This is an optimization exercise on Yosys and OpenROAD, whose aim is small area, a short achievable clock period and few clock cycles per item, not a production implementation. Function was checked by simulation only, so behaviour that the tests miss may differ from the original. Power and IR drop assume default switching activity.

## flow/design.v (module list and top-level ports; edited modules follow where they fit)
// module multiplier32FP: 123 lines
// module mul24_cs: 2679 lines
module multiplier32FP (
	input  logic        clk,
	input  logic        rst_n,
	input  logic        start_i,
	input  logic [31:0] a_i,
	input  logic [31:0] b_i,
	output logic        done_o,
	output logic        nan_o,
	output logic        infinit_o,
	output logic        overflow_o,
	output logic        underflow_o,
	output logic [31:0] product_o
);
  // ...
==> flow/run.sh <==
#!/bin/bash
# synth_recipe.tcl (not shown) runs the flow's synth.tcl, then flattens the netlist and writes it again
# the make line also repeats each setting of config.mk as NAME=value (left out here)
make -C /OpenROAD-flow-scripts/flow DESIGN_CONFIG=/design/flow/config.mk WORK_HOME=/design/flow/orfs CLKGATE_MAP_FILE= SYNTH_SCRIPT=/design/flow/synth_recipe.tcl finish
==> flow/config.mk <==
export PLATFORM = sky130hd
export DESIGN_NAME = multiplier32FP
export DESIGN_NICKNAME = multiplier32FP
export VERILOG_FILES = /design/flow/design.v
export SDC_FILE = /design/flow/constraint.sdc
export NUM_CORES = 4
export LEC_CHECK = 0
export CAP_MARGIN = 20
export CORE_MARGIN = 2
export CORE_UTILIZATION = 40
export PLACE_DENSITY = 0.6
export SLEW_MARGIN = 20
==> flow/constraint.sdc <==
create_clock -name core_clock -period 15.0 [get_ports {clk}]
set_input_delay 3.0000 -clock core_clock [delete_from_list [all_inputs] [get_ports {clk}]]
set_output_delay 3.0000 -clock core_clock [all_outputs]
set_load 0.01 [all_outputs]
==> results.toml, run 1 <==
[timing]
maxSlewViolCount = 0
max_clock_freq_ghz = 0.09668
fin_crit_ns = 10.34
rsz0062_at_grt = "false"

[power_and_ir_drop]
power_sequential_uw = 527
pg_clk_uw = 441
combPwrFrac_pct = 84.5
total_power_mw = 6.244
power.group.top = "combinational logic"
power.density_nw_per_um2 = 213.3
pwr-share-seq_pct = 8.4

[cells_and_area]
nNonClkInverters = 545
biggestCellCategory = "multi-input combinational cells"
multi_input_area_um2 = 21810
buffer_area_share_pct = 4.710
clock_area_share_pct = 2.188
num-nets-final = 3837
reg_top3 = "s_r: 47 flops, c_r: 46 flops, exp0_r: 11 flops"

[drt]
vias = 22560
drt_iter0_markers = 1682
viasPerCell = 5.536
drc = 0
avgRoutedWirePerCell_um = 21.43

[worst_setup_path]
cp.required_ns = 12.00
cpPeakStageDelay_ns = 0.76
path_class = "reg2out"

[global_routing]
met2_usage_pct = 42.70
antenna_found_initial = 4
met3_usage_pct = 3.498

[floorplan]
taps = 873
core_area_um2 = 66800
rows = 95

[cts]
cts_buffer_depth = 2
cts_resized = 0
post_cts_buffers = 0

[synth]
ys_seq_area_share_pct = 8.586
synthSimpleGateAreaFrac_pct = 23.45
synth_warnings = 1
syn_inst = 3176
synth_xor_area_share_pct = 2.021

[worst_hold_path]
hp-class = "in2async"

[outcome]
status = "timing/DRC/antenna clean"

[job]
max_cap_violations = 0

[placed_design]
io_buffers = 103
routabilityCongestion = 1.015
Testbench counts, summed over its fixed seeds: cycles 3,200, ops 3,200.
==> run 2: changes to the inputs <==
--- a/flow/config.mk
+++ b/flow/config.mk
@@ -5,6 +5,7 @@
 export SDC_FILE = /design/flow/constraint.sdc
 export NUM_CORES = 4
 export LEC_CHECK = 0
+export ABC_AREA = 1
 export CAP_MARGIN = 20
 export CORE_MARGIN = 2
 export CORE_UTILIZATION = 40
==> run 2 against run 1 <==
- die area increased by 5.3%
- critical endpoint is now product_o[30]
- maximum frequency is 8.7% higher
- largest cell class unchanged
- via count rose by 14%
- still clean
- critical path type unchanged
- wire length grew 2.2%
- core utilization down 0.25 points
==> results.toml, run 2 <==
[outcome]
status = "timing/DRC/antenna clean"

[cts]
path_clk_slew_ns = 0.06
h-tree-depth = 4
cts_buffer_depth = 2
cts_resized = 0
root_buffer = "clkbuf_16"
clock-sinks = 115
post_cts_buffers = 0
holdBufCountCts = 0
cts_tree = "built"
numCtsBuffers = 17

[synth]
synth_common_cells = "1,299 x nand2_1, 1,258 x inv_1, 486 x fa_1"
ys_top_cells_by_area = "fa_1 34%, nand2_1 17%, inv_1 17%"
synth.cell_area_um2 = 28320
yosysMostFrequentCell = "nand2_1"
synth_seq_cells = 115
synth_cell_types = 50
yosysTopAreaCellShare_pct = 34.35
synth_warnings = 1
synth-main-ff-cell = "dfxtp_1"
synth_edf_count = 0
async_flop_share_pct = 0.8696
syn_area_per_cell_um2 = 6.527
synth_nets = 4988
netlist.top_cell.by_area = "fa_1"
syn_inst = 4339
ys_seq_area_share_pct = 8.146

[drt]
vias = 25660
viasPerCell = 4.871
postRouteAntennaNets = 0
avgRoutedWirePerCell_um = 16.95
drc = 0
routed_wl_um = 89280
drt_iter0_markers = 1993
drt_pre_antenna_iters = 5

[global_routing]
grt_max_degree = 56
grt_first_pass_wirelength_um = 143000
antenna_found_initial = 6
overflow = 0
grt_pass1_vias = 26190
grtUsageTotal_pct = 25.07

[placed_design]
routabilityCongestion = 0.9285
dp_hpwl_um = 66930
io_buffers = 103

[cells_and_area]
num-fill-cells = 7407
drive_above_1_share_pct = 2.867
layout_common_cells = "1,299 x nand2_1, 1,258 x inv_1, 486 x fa_1"
final_core_util_pct = 43.58
final_common_cell = "nand2_1"
num-nets-final = 4962
largest_reg_flops = 47
area_growth_pct = 7.749
regMostFlops = "s_r"
reg_top3 = "s_r: 47 flops, c_r: 46 flops, exp0_r: 11 flops"

[timing]
fin_crit_ns = 9.517
timing.final.crit_share_pct = 63.44
worst_pin_slew_ns = 0.9763
hold_viol_final = 0
maxSlewViolCount = 0
rsz0062_at_grt = "false"
setup_tns_ns = 0
slew_headroom_pct = 34.91
finalSetupViolCount = 0
max_clock_freq_ghz = 0.1051

[worst_setup_path]
crit_arrival_ns = 6.52
cp.required_ns = 12.00
cpPeakStageDelay_ns = 0.58
end_kind = "output pin"
cp_common_cell = "nand3_1"
path_class = "reg2out"
path_max_fanout = 55
startpoint_type = "flop"
critPathSlowestCell = "clkdlybuf4s50_1"

[floorplan]
die_width_um = 270.1
start_util_pct = 40.44
core_area_um2 = 70030
pin_count = 104
design.die.area_um2 = 72950
die_h_um = 270.1
rows = 97

[job]
max_cap_violations = 0

[power_and_ir_drop]
ir_worst_vdd_mv = 0.1026
power.leakage_nw = 18.53
power.density_nw_per_um2 = 184.8

[worst_hold_path]
hp-class = "in2async"
[run 2: final timing paths]
kind	from	to	slack (ns)
max in group asynchronous	rst_n	done_o	12.22
worst max-delay path	exp0_r[0]	product_o[30]	5.48
worst min-delay path	rst_n	done_o	2.69
min in group core_clock	start_i	done_o	2.99
[run 2: area by class of cell]
cell class / instances / area [um2] / share of cell area (%)
Tap cell: 940 / 1176 / 3.854
Antenna cell: 3 / 7.507 / 0.02460
Inverter: 1267 / 4756 / 15.58
Clock inverter: 10 / 107.6 / 0.3526
Sequential cell: 115 / 2307 / 7.560
Clock buffer: 21 / 460.4 / 1.509
Timing Repair Buffer: 141 / 1226 / 4.018
Multi-Input combinational cell: 2771 / 20480 / 67.10
[run 2: kinds of logic (layout without fill, tap and decap cells)]
| kind of cell | after synthesis | in the layout | share of synthesized area, % |
|---|---|---|---|
| DFF | 115 | 115 | 8.146 |
| other | 0 | 3 | 0 |
| buffers and inverters | 1453 | 1439 | 19.58 |
| and+or+nand+nor | 1968 | 1968 | 28.83 |
| adders and majority gates | 582 | 582 | 38.59 |
| xor gates and xnor gates | 44 | 44 | 1.361 |
| AOI/OAI and AO/OA | 177 | 177 | 3.490 |
[run 2: worst max-delay path, delay by kind of cell (launching register included)]
| kind | cells | cell delay (ns) |
|---|---|---|
| buf+inv | 7 | 1.31 |
| simple gates | 19 | 2.66 |
| flops | 1 | 0.38 |
| compound gates | 4 | 0.81 |
| fa+ha+maj | 3 | 0.82 |
[run 2: stage by stage]
stage	total power, mW	setup slack, ns	hold slack [ns]	instances	area [um2]
6_report	5.639	5.483	2.686	5268	30520
5_1_grt	6.302	4.903	2.679	5267	30510
4_1_cts	5.602	5.477	2.658	5265	30510
3_5_place_dp	5.188	5.950	3.151	5234	29940
3_3_place_gp	5.166	6.015	3.148	5234	29940
2_1_floorplan	3.679	7.341	2.704	4339	28320
[run 2: routing by layer]
metal  GRT usage [%]  vias to the layer above  wire length, um
met2           42.63                      860            42270
met3           3.192                      157             6087
met4           7.880                        2             2613
li1                -                    12350                -
met1           33.13                    12300            38290
met5               0                        -               19
[run 2: power by group]
part,internal (mW),switching [mW]
registers,0.473,0.0475
logic,1.72,3.01
clock network,0.250,0.145

port drivers added, routing unchanged:
The results above use ideal ports. As a check the final layouts listed here were re-extracted and re-timed, cells and wires unchanged.
Step 1 (the two cells are an assumption about what drives the block):
set clk [get_ports {clk}]
set_driving_cell -lib_cell sky130_fd_sc_hd__clkbuf_16 $clk
set_driving_cell -lib_cell sky130_fd_sc_hd__buf_2 [delete_from_list [all_inputs] $clk]
Step 2, shift: input delay + t, output delay - t, t = (earliest + latest rising clock arrival at the registers) / 2. This alone moves slack from input paths to output paths.
a / b / c = no drivers / after step 1 / after step 2; a / b = the first two.
run	t (ns)	setup WS [ns]	slew at the worst register clock pin (ns)	pins driven straight from the clock port
run 1	0.500	4.657 / 4.602 / 5.102	0.07 / 0.07	1
run 2	0.492	5.483 / 5.430 / 5.922	0.06 / 0.06	1
After both steps every run listed still meets setup and hold.
